Background: an optimization exercise with open tools, aiming at small area and a short achievable clock period. Do not read the settings as production practice.
The RTL was checked by simulation tests, not by an equivalence proof against the original design.
The clock input has no modelled driver; a real chip could not lean on it and would need a root buffer or a full tree.
Power figures rest on the tool's default switching activity, not on a simulated workload.

Setup of job 1111:
==> flow/design.v <==
`timescale 1ns/1ps
module fifo #(
    parameter N = 32,
    parameter depth = 3  
)(
    input wire clk,
    input wire reset,
    input wire wr_en,
    input wire rd_en,
    input [N-1:0] din,
    output reg [N-1:0] dout,
    output reg full,
    output reg empty
);
    localparam DEPTH = 2**depth;
    reg [DEPTH-1:0] wr_oh, rd_oh;    
    reg [N-1:0] mem [0:DEPTH-1];
    reg nempty;
    wire wr_fire = wr_en & ~full;
    wire rd_fire = rd_en & nempty;
    wire rd_fire_n = ~rd_fire;
    wire [DEPTH-1:0] wsel = wr_oh & {DEPTH{wr_fire}};
    wire [DEPTH-1:0] rsel = rd_oh & {DEPTH{rd_fire}};
    wire [DEPTH-1:0] wr_oh_inc = {wr_oh[DEPTH-2:0], wr_oh[DEPTH-1]};
    wire [DEPTH-1:0] rd_oh_inc = {rd_oh[DEPTH-2:0], rd_oh[DEPTH-1]};
    wire [N-1:0] dout_nx;
    wire [N-1:0] g0, g1, g2;
    genvar b;
    generate
        for (b = 0; b < N; b = b + 1) begin : rd
            fifo_aoi222 u0 (.a1(rsel[0]), .a2(mem[0][b]), .b1(rsel[1]), .b2(mem[1][b]),
                            .c1(rsel[2]), .c2(mem[2][b]), .y(g0[b]));
            fifo_aoi222 u1 (.a1(rsel[3]), .a2(mem[3][b]), .b1(rsel[4]), .b2(mem[4][b]),
                            .c1(rsel[5]), .c2(mem[5][b]), .y(g1[b]));
            fifo_aoi222 u2 (.a1(rsel[6]), .a2(mem[6][b]), .b1(rsel[7]), .b2(mem[7][b]),
                            .c1(rd_fire_n), .c2(dout[b]), .y(g2[b]));
            fifo_nand3 u3 (.a(g0[b]), .b(g1[b]), .c(g2[b]), .y(dout_nx[b]));
        end
    endgenerate
    integer i;
    always @(posedge clk) begin
        for (i = 0; i < DEPTH; i = i + 1)
            if (wsel[i])
                mem[i] <= din;
    end
    wire w_meets = |(wr_oh_inc & rd_oh);
    wire r_meets = |(rd_oh_inc & wr_oh);
    wire full_nx  = ~rd_fire & (full | (wr_fire & w_meets));
    wire empty_nx = ~wr_fire & (~nempty | (rd_fire & r_meets));
    always @(posedge clk or posedge reset) begin
        if (reset) begin
            wr_oh  <= {{(DEPTH-1){1'b0}}, 1'b1};
            rd_oh  <= {{(DEPTH-1){1'b0}}, 1'b1};
            dout   <= 0;
            full   <= 1'b0;
            nempty <= 1'b0;
            empty  <= 1'b1;
        end else begin
            if (wr_fire)
                wr_oh <= wr_oh_inc;
            if (rd_fire)
                rd_oh <= rd_oh_inc;
            dout   <= dout_nx;
            full   <= full_nx;
            nempty <= ~empty_nx;
            empty  <= empty_nx;
        end
    end
endmodule
module fifo_aoi222 (
    input wire a1, a2, b1, b2, c1, c2,
    output wire y
);
    assign y = ~((a1 & a2) | (b1 & b2) | (c1 & c2));
endmodule
module fifo_nand3 (
    input wire a, b, c,
    output wire y
);
    assign y = ~(a & b & c);
endmodule
export LEC_CHECK = 0
export CAP_MARGIN = 20
export CORE_MARGIN = 2
export CORE_UTILIZATION = 55
export CTS_CLUSTER_DIAMETER = 100
export CTS_CLUSTER_SIZE = 30
export SETUP_SLACK_MARGIN = 1.55
export SLEW_MARGIN = 20
export SYNTH_HIERARCHICAL = 1
export SYNTH_MINIMUM_KEEP_SIZE = 0
export TNS_END_PERCENT = 5
create_clock -name core_clock -period 3.0 [get_ports {clk}]
standard.sh (not shown) runs the stock make flow with config.mk's settings and CLKGATE_MAP_FILE= SYNTH_SCRIPT=/design/flow/synth_recipe.tcl, a recipe that flattens the netlist after the stock synthesis.
==> flow/flow/run.sh <==
#!/bin/bash
# Own layout flow: the standard synthesis unchanged, then the standard ORFS
# layout with smaller port buffers, without the delay buffer cells, and with a
# clock tree one level shallower (see cts_hook.tcl).
set -euo pipefail
here=$(pwd)

bash standard.sh synth > synth.log 2>&1

platform_dont_use="sky130_fd_sc_hd__probe_p_8 sky130_fd_sc_hd__probec_p_8 sky130_fd_sc_hd__lpflow_bleeder_1 sky130_fd_sc_hd__lpflow_clkbufkapwr_1 sky130_fd_sc_hd__lpflow_clkbufkapwr_16 sky130_fd_sc_hd__lpflow_clkbufkapwr_2 sky130_fd_sc_hd__lpflow_clkbufkapwr_4 sky130_fd_sc_hd__lpflow_clkbufkapwr_8 sky130_fd_sc_hd__lpflow_clkinvkapwr_1 sky130_fd_sc_hd__lpflow_clkinvkapwr_16 sky130_fd_sc_hd__lpflow_clkinvkapwr_2 sky130_fd_sc_hd__lpflow_clkinvkapwr_4 sky130_fd_sc_hd__lpflow_clkinvkapwr_8 sky130_fd_sc_hd__lpflow_decapkapwr_12 sky130_fd_sc_hd__lpflow_decapkapwr_3 sky130_fd_sc_hd__lpflow_decapkapwr_4 sky130_fd_sc_hd__lpflow_decapkapwr_6 sky130_fd_sc_hd__lpflow_decapkapwr_8 sky130_fd_sc_hd__lpflow_inputiso0n_1 sky130_fd_sc_hd__lpflow_inputiso0p_1 sky130_fd_sc_hd__lpflow_inputiso1n_1 sky130_fd_sc_hd__lpflow_inputiso1p_1 sky130_fd_sc_hd__lpflow_inputisolatch_1 sky130_fd_sc_hd__lpflow_isobufsrc_1 sky130_fd_sc_hd__lpflow_isobufsrc_16 sky130_fd_sc_hd__lpflow_isobufsrc_2 sky130_fd_sc_hd__lpflow_isobufsrc_4 sky130_fd_sc_hd__lpflow_isobufsrc_8 sky130_fd_sc_hd__lpflow_isobufsrckapwr_16 sky130_fd_sc_hd__lpflow_lsbuf_lh_hl_isowell_tap_1 sky130_fd_sc_hd__lpflow_lsbuf_lh_hl_isowell_tap_2 sky130_fd_sc_hd__lpflow_lsbuf_lh_hl_isowell_tap_4 sky130_fd_sc_hd__lpflow_lsbuf_lh_isowell_4 sky130_fd_sc_hd__lpflow_lsbuf_lh_isowell_tap_1 sky130_fd_sc_hd__lpflow_lsbuf_lh_isowell_tap_2 sky130_fd_sc_hd__lpflow_lsbuf_lh_isowell_tap_4"
extra_dont_use="sky130_fd_sc_hd__clkdlybuf4s* sky130_fd_sc_hd__dlygate* sky130_fd_sc_hd__dlymetal*"

bash standard.sh \
  "BUFFER_PORTS_ARGS=-buffer_cell sky130_fd_sc_hd__buf_2" \
  "DONT_USE_CELLS=$platform_dont_use $extra_dont_use" \
  "PRE_CTS_TCL=$here/flow/cts_hook.tcl" \
  finish > layout.log 2>&1
Other scripts of this flow, unchanged in this note and not shown: flow/flow/cts_hook.tcl
Job 1111 finished end to end and its layout was clean on timing, DRC and antenna.
Relative to job 1111, the following input files were edited for job 6092:
- a deleted TNS_END_PERCENT that had been 5
- a change of SETUP_SLACK_MARGIN from 1.55 to 1.45
--- a/flow/flow/run.sh
+++ b/flow/flow/run.sh
@@ -16,0 +17 @@
+  "SKIP_GATE_CLONING=1" \
==> summary.txt <==
Taking job 1111 as the reference, in job 6092 maximum vdd ir drop saw an increase; final HPWL from detailed placement saw a decrease; area growth from synthesis to layout saw a decrease.
Job 6092 went all the way through synthesis, placement and routing and the layout is clean on timing, DRC and antenna.
Compared with job 1111, total placed cells including tap cells in job 6092 decreased by a few percent.
Relative to job 1111, job 6092 improves design area.
Routed wire length ends up lower on job 6092.

---

Setup of v22:
RTL: the design.v shown in full above, as it stands there.
==> flow/config.mk <==
export PLATFORM = sky130hd
export DESIGN_NAME = fifo
export DESIGN_NICKNAME = fifo
export VERILOG_FILES = /design/flow/design.v
export SDC_FILE = /design/flow/constraint.sdc
export NUM_CORES = 4
export LEC_CHECK = 0
export CAP_MARGIN = 20
export CORE_MARGIN = 2
export CORE_UTILIZATION = 55
export CTS_CLUSTER_DIAMETER = 100
export CTS_CLUSTER_SIZE = 30
export SETUP_SLACK_MARGIN = 1.45
export SLEW_MARGIN = 20
export SYNTH_HIERARCHICAL = 1
export SYNTH_MINIMUM_KEEP_SIZE = 0
==> flow/constraint.sdc <==
create_clock -name core_clock -period 3.0 [get_ports {clk}]
set_input_delay 0.6000 -clock core_clock [delete_from_list [all_inputs] [get_ports {clk}]]
set_output_delay 0.6000 -clock core_clock [all_outputs]
set_load 0.01 [all_outputs]
==> flow/flow/run.sh <==
#!/bin/bash
# Own layout flow: the standard synthesis unchanged, then the standard ORFS
# layout with smaller port buffers, without the delay buffer cells, and with a
# clock tree one level shallower (see cts_hook.tcl).
set -euo pipefail
here=$(pwd)

bash standard.sh synth > synth.log 2>&1

platform_dont_use="sky130_fd_sc_hd__probe_p_8 sky130_fd_sc_hd__probec_p_8 sky130_fd_sc_hd__lpflow_bleeder_1 sky130_fd_sc_hd__lpflow_clkbufkapwr_1 sky130_fd_sc_hd__lpflow_clkbufkapwr_16 sky130_fd_sc_hd__lpflow_clkbufkapwr_2 sky130_fd_sc_hd__lpflow_clkbufkapwr_4 sky130_fd_sc_hd__lpflow_clkbufkapwr_8 sky130_fd_sc_hd__lpflow_clkinvkapwr_1 sky130_fd_sc_hd__lpflow_clkinvkapwr_16 sky130_fd_sc_hd__lpflow_clkinvkapwr_2 sky130_fd_sc_hd__lpflow_clkinvkapwr_4 sky130_fd_sc_hd__lpflow_clkinvkapwr_8 sky130_fd_sc_hd__lpflow_decapkapwr_12 sky130_fd_sc_hd__lpflow_decapkapwr_3 sky130_fd_sc_hd__lpflow_decapkapwr_4 sky130_fd_sc_hd__lpflow_decapkapwr_6 sky130_fd_sc_hd__lpflow_decapkapwr_8 sky130_fd_sc_hd__lpflow_inputiso0n_1 sky130_fd_sc_hd__lpflow_inputiso0p_1 sky130_fd_sc_hd__lpflow_inputiso1n_1 sky130_fd_sc_hd__lpflow_inputiso1p_1 sky130_fd_sc_hd__lpflow_inputisolatch_1 sky130_fd_sc_hd__lpflow_isobufsrc_1 sky130_fd_sc_hd__lpflow_isobufsrc_16 sky130_fd_sc_hd__lpflow_isobufsrc_2 sky130_fd_sc_hd__lpflow_isobufsrc_4 sky130_fd_sc_hd__lpflow_isobufsrc_8 sky130_fd_sc_hd__lpflow_isobufsrckapwr_16 sky130_fd_sc_hd__lpflow_lsbuf_lh_hl_isowell_tap_1 sky130_fd_sc_hd__lpflow_lsbuf_lh_hl_isowell_tap_2 sky130_fd_sc_hd__lpflow_lsbuf_lh_hl_isowell_tap_4 sky130_fd_sc_hd__lpflow_lsbuf_lh_isowell_4 sky130_fd_sc_hd__lpflow_lsbuf_lh_isowell_tap_1 sky130_fd_sc_hd__lpflow_lsbuf_lh_isowell_tap_2 sky130_fd_sc_hd__lpflow_lsbuf_lh_isowell_tap_4"
extra_dont_use="sky130_fd_sc_hd__clkdlybuf4s* sky130_fd_sc_hd__dlygate* sky130_fd_sc_hd__dlymetal*"

bash standard.sh \
  "BUFFER_PORTS_ARGS=-buffer_cell sky130_fd_sc_hd__buf_2" \
  "DONT_USE_CELLS=$platform_dont_use $extra_dont_use" \
  "PRE_CTS_TCL=$here/flow/cts_hook.tcl" \
  finish > layout.log 2>&1
==> flow/flow/cts_hook.tcl <==
# PRE_CTS hook: after TritonCTS builds the tree, replace its upper levels by
# NROOT root buffers driven straight from the clock port, each placed at the
# centre of the group of sink-cluster (leaf) buffers it drives. Every register
# still sees the same number of buffer levels (root, leaf), so the tree stays
# balanced; it only gets one level shallower.
proc rebuild_clock_roots {nroot master_name} {
  set block [ord::get_db_block]
  set db [ord::get_db]
  set master [$db findMaster $master_name]
  set port_net [$block findNet clk]
  set leaves {}
  set others {}
  foreach inst [$block getInsts] {
    set name [$inst getName]
    if {[string match "clkbuf_leaf_*" $name]} { lappend leaves $inst } elseif {[string match "clkbuf_*" $name]} { lappend others $inst }
  }
  # remove the upper levels
  foreach inst $others {
    set outIT [$inst findITerm X]; set onet [$outIT getNet]
    $outIT disconnect; [$inst findITerm A] disconnect
    odb::dbInst_destroy $inst
    # dummy loads CTS hung on this level go with it
    foreach it [$onet getITerms] {
      set load [$it getInst]
      if {[string match "clkload*" [$load getName]]} { odb::dbInst_destroy $load }
    }
    if {[$onet getName] != "clk"} { odb::dbNet_destroy $onet }
  }
  # leaf locations
  set pts {}
  foreach l $leaves {
    set bb [$l getBBox]
    lappend pts [list $l [expr {([$bb xMin]+[$bb xMax])/2}] [expr {([$bb yMin]+[$bb yMax])/2}]]
  }
  # k-means on leaf locations
  set n [llength $pts]
  set cents {}
  for {set k 0} {$k < $nroot} {incr k} {
    set p [lindex [lsort -integer -index 1 $pts] [expr {int(($k + 0.5) * $n / $nroot)}]]
    lappend cents [list [lindex $p 1] [lindex $p 2]]
  }
  for {set it 0} {$it < 50} {incr it} {
    set groups {}
    for {set k 0} {$k < $nroot} {incr k} { lappend groups {} }
    foreach p $pts {
      set best 0; set bd 1e18
      for {set k 0} {$k < $nroot} {incr k} {
        set c [lindex $cents $k]
        set d [expr {abs([lindex $p 1]-[lindex $c 0]) + abs([lindex $p 2]-[lindex $c 1])}]
        if {$d < $bd} { set bd $d; set best $k }
      }
      lset groups $best [concat [lindex $groups $best] [list $p]]
    }
    set cents {}
    foreach g $groups {
      if {[llength $g] == 0} { lappend cents {0 0}; continue }
      set sx 0; set sy 0
      foreach p $g { set sx [expr {$sx + [lindex $p 1]}]; set sy [expr {$sy + [lindex $p 2]}] }
      lappend cents [list [expr {$sx / [llength $g]}] [expr {$sy / [llength $g]}]]
    }
  }
  set k 0
  foreach g $groups c $cents {
    if {[llength $g] == 0} continue
    set inst [odb::dbInst_create $block $master "clkbuf_root_$k"]
    $inst setLocation [lindex $c 0] [lindex $c 1]
    $inst setPlacementStatus PLACED
    set net [odb::dbNet_create $block "clknet_root_$k"]
    $net setSigType CLOCK
    [$inst findITerm A] connect $port_net
    [$inst findITerm X] connect $net
    foreach p $g { [[lindex $p 0] findITerm A] disconnect; [[lindex $p 0] findITerm A] connect $net }
    incr k
  }
  puts "rebuilt clock roots: $k roots over [llength $leaves] leaves"
}

rename clock_tree_synthesis my_orig_clock_tree_synthesis
proc clock_tree_synthesis {args} {
  my_orig_clock_tree_synthesis {*}$args -dont_use_dummy_load
  rebuild_clock_roots 4 sky130_fd_sc_hd__clkbuf_16
}
Relative to v22, the following input files were edited for v3:
- setting PLACE_DENSITY to 0.75 for the first time
- changing SETUP_SLACK_MARGIN from 1.45 to 1.4
--- a/flow/flow/cts_hook.tcl
+++ b/flow/flow/cts_hook.tcl
@@ -78,5 +78,5 @@
 rename clock_tree_synthesis my_orig_clock_tree_synthesis
 proc clock_tree_synthesis {args} {
-  my_orig_clock_tree_synthesis {*}$args -dont_use_dummy_load
+  my_orig_clock_tree_synthesis {*}$args
   rebuild_clock_roots 4 sky130_fd_sc_hd__clkbuf_16
 }
## What came out
- Diff v3..v22 | starting density of the core | unchanged
- Diff v22 -> v3: final critical delay including setup and external delays +0.15 ns, worst endpoint data arrival time -0.07 ns, fraction of the mapped netlist area in simple logic gates ~0 delta.
- Taking v22 as the reference, in v3 fraction of the core area covered by cells at the end of the flow picked up an extra 0.60 points, total power increased by 2.1% relative to the old numbers.
For v27, these inputs were changed with respect to v3:
- changing SETUP_SLACK_MARGIN from 1.4 to 1.45
- removing PLACE_DENSITY (formerly 0.75)
- changing CORE_UTILIZATION from 55 to 65
--- a/flow/flow/cts_hook.tcl
+++ b/flow/flow/cts_hook.tcl
@@ -78,5 +78,5 @@
 rename clock_tree_synthesis my_orig_clock_tree_synthesis
 proc clock_tree_synthesis {args} {
-  my_orig_clock_tree_synthesis {*}$args
+  my_orig_clock_tree_synthesis {*}$args -dont_use_dummy_load
   rebuild_clock_roots 4 sky130_fd_sc_hd__clkbuf_16
 }
v3 -> v27: combinational share of power flat. [compare] base=v3 new=v27: finished layout cell area closely matched the old numbers, final routed wire length divided by cell count increased by 1.2% relative to the old numbers, die boundary width decreased by about 8% relative to the old numbers, post-placement worst setup slack decreased by 0.035 ns relative to the old numbers, routed wire length decreased by about 0.9% relative to the old numbers. Relative to v3, first-pass GRT wire length has decreased by 3.4% in v27. Clock skew of v27 is on par with v3. Relative to v3, share of power burned in the clock network decreased by 1.5 points in v27. Against v3, v27 comes in 12 points higher on utilization after layout.
Here is what was changed in the inputs of v18 compared with v27.
- changing CORE_UTILIZATION from 65 to 55
- changing SETUP_SLACK_MARGIN from 1.45 to 1.4
- setting GPL_ROUTABILITY_DRIVEN to 0 for the first time
--- a/flow/flow/cts_hook.tcl
+++ b/flow/flow/cts_hook.tcl
@@ -78,5 +78,5 @@
 rename clock_tree_synthesis my_orig_clock_tree_synthesis
 proc clock_tree_synthesis {args} {
-  my_orig_clock_tree_synthesis {*}$args -dont_use_dummy_load
+  my_orig_clock_tree_synthesis {*}$args
   rebuild_clock_roots 4 sky130_fd_sc_hd__clkbuf_16
 }
==> summary.txt <==
- Time the worst path needs with I/O delays and setup, v18 and v27: lower on v18
- NOTE: cell leakage power in v18 falls short of that of v27
- From v27 to v18 the numbers moved as follows: first-iteration DRC count fell by 218, vias after detailed routing fell by about 5%.
- | worst hold slack | v18 vs v27 | better |
- Diff v27 -> v18: final area went down about 2.4%, power share of the sequential group went down 1.2 points, sum of met2 wire segment lengths after detailed routing went down about 2.3%, relative area change from synthesis to final layout went down 2.7 points.

afterwards: timing with drivers on the ports:
The flow's constraints put no driver on any port. The routed layouts listed below were extracted and timed again, unchanged, in two steps. Step 1, drivers: a clkbuf_16 drives clk and a buf_2 each remaining input, both assumed. Step 2, shift: input delay + t, output delay - t, t = (earliest + latest rising clock arrival at the registers) / 2. This alone moves slack from input paths to output paths. Slacks: ideal / step 1 / step 2; pairs: ideal / step 1.
| run | shift t [ns] | setup WS [ns] | latest minus earliest clock arrival (ns) | worst register clock-pin slew, ns |
|---|---|---|---|---|
| job 1111 | 0.410 | 1.349 / 1.320 / 1.072 | 0.050 / 0.050 | 0.12 / 0.12 |
| job 6092 | 0.392 | 1.382 / 1.372 / 1.048 | 0.064 / 0.064 | 0.11 / 0.11 |
| v22 | 0.393 | 1.396 / 1.370 / 1.135 | 0.063 / 0.062 | 0.11 / 0.11 |
| v3 | 0.400 | 1.248 / 1.248 / 0.965 | 0.059 / 0.059 | 0.12 / 0.12 |
| v27 | 0.393 | 1.339 / 1.339 / 1.090 | 0.061 / 0.060 | 0.11 / 0.11 |
| v18 | 0.408 | 1.409 / 1.364 / 1.082 | 0.045 / 0.044 | 0.11 / 0.11 |
After both steps every run listed still meets setup and hold. The setup slack of job 6092, which loses most, moves by -0.010 ns with the drivers and by -0.334 ns with both steps.
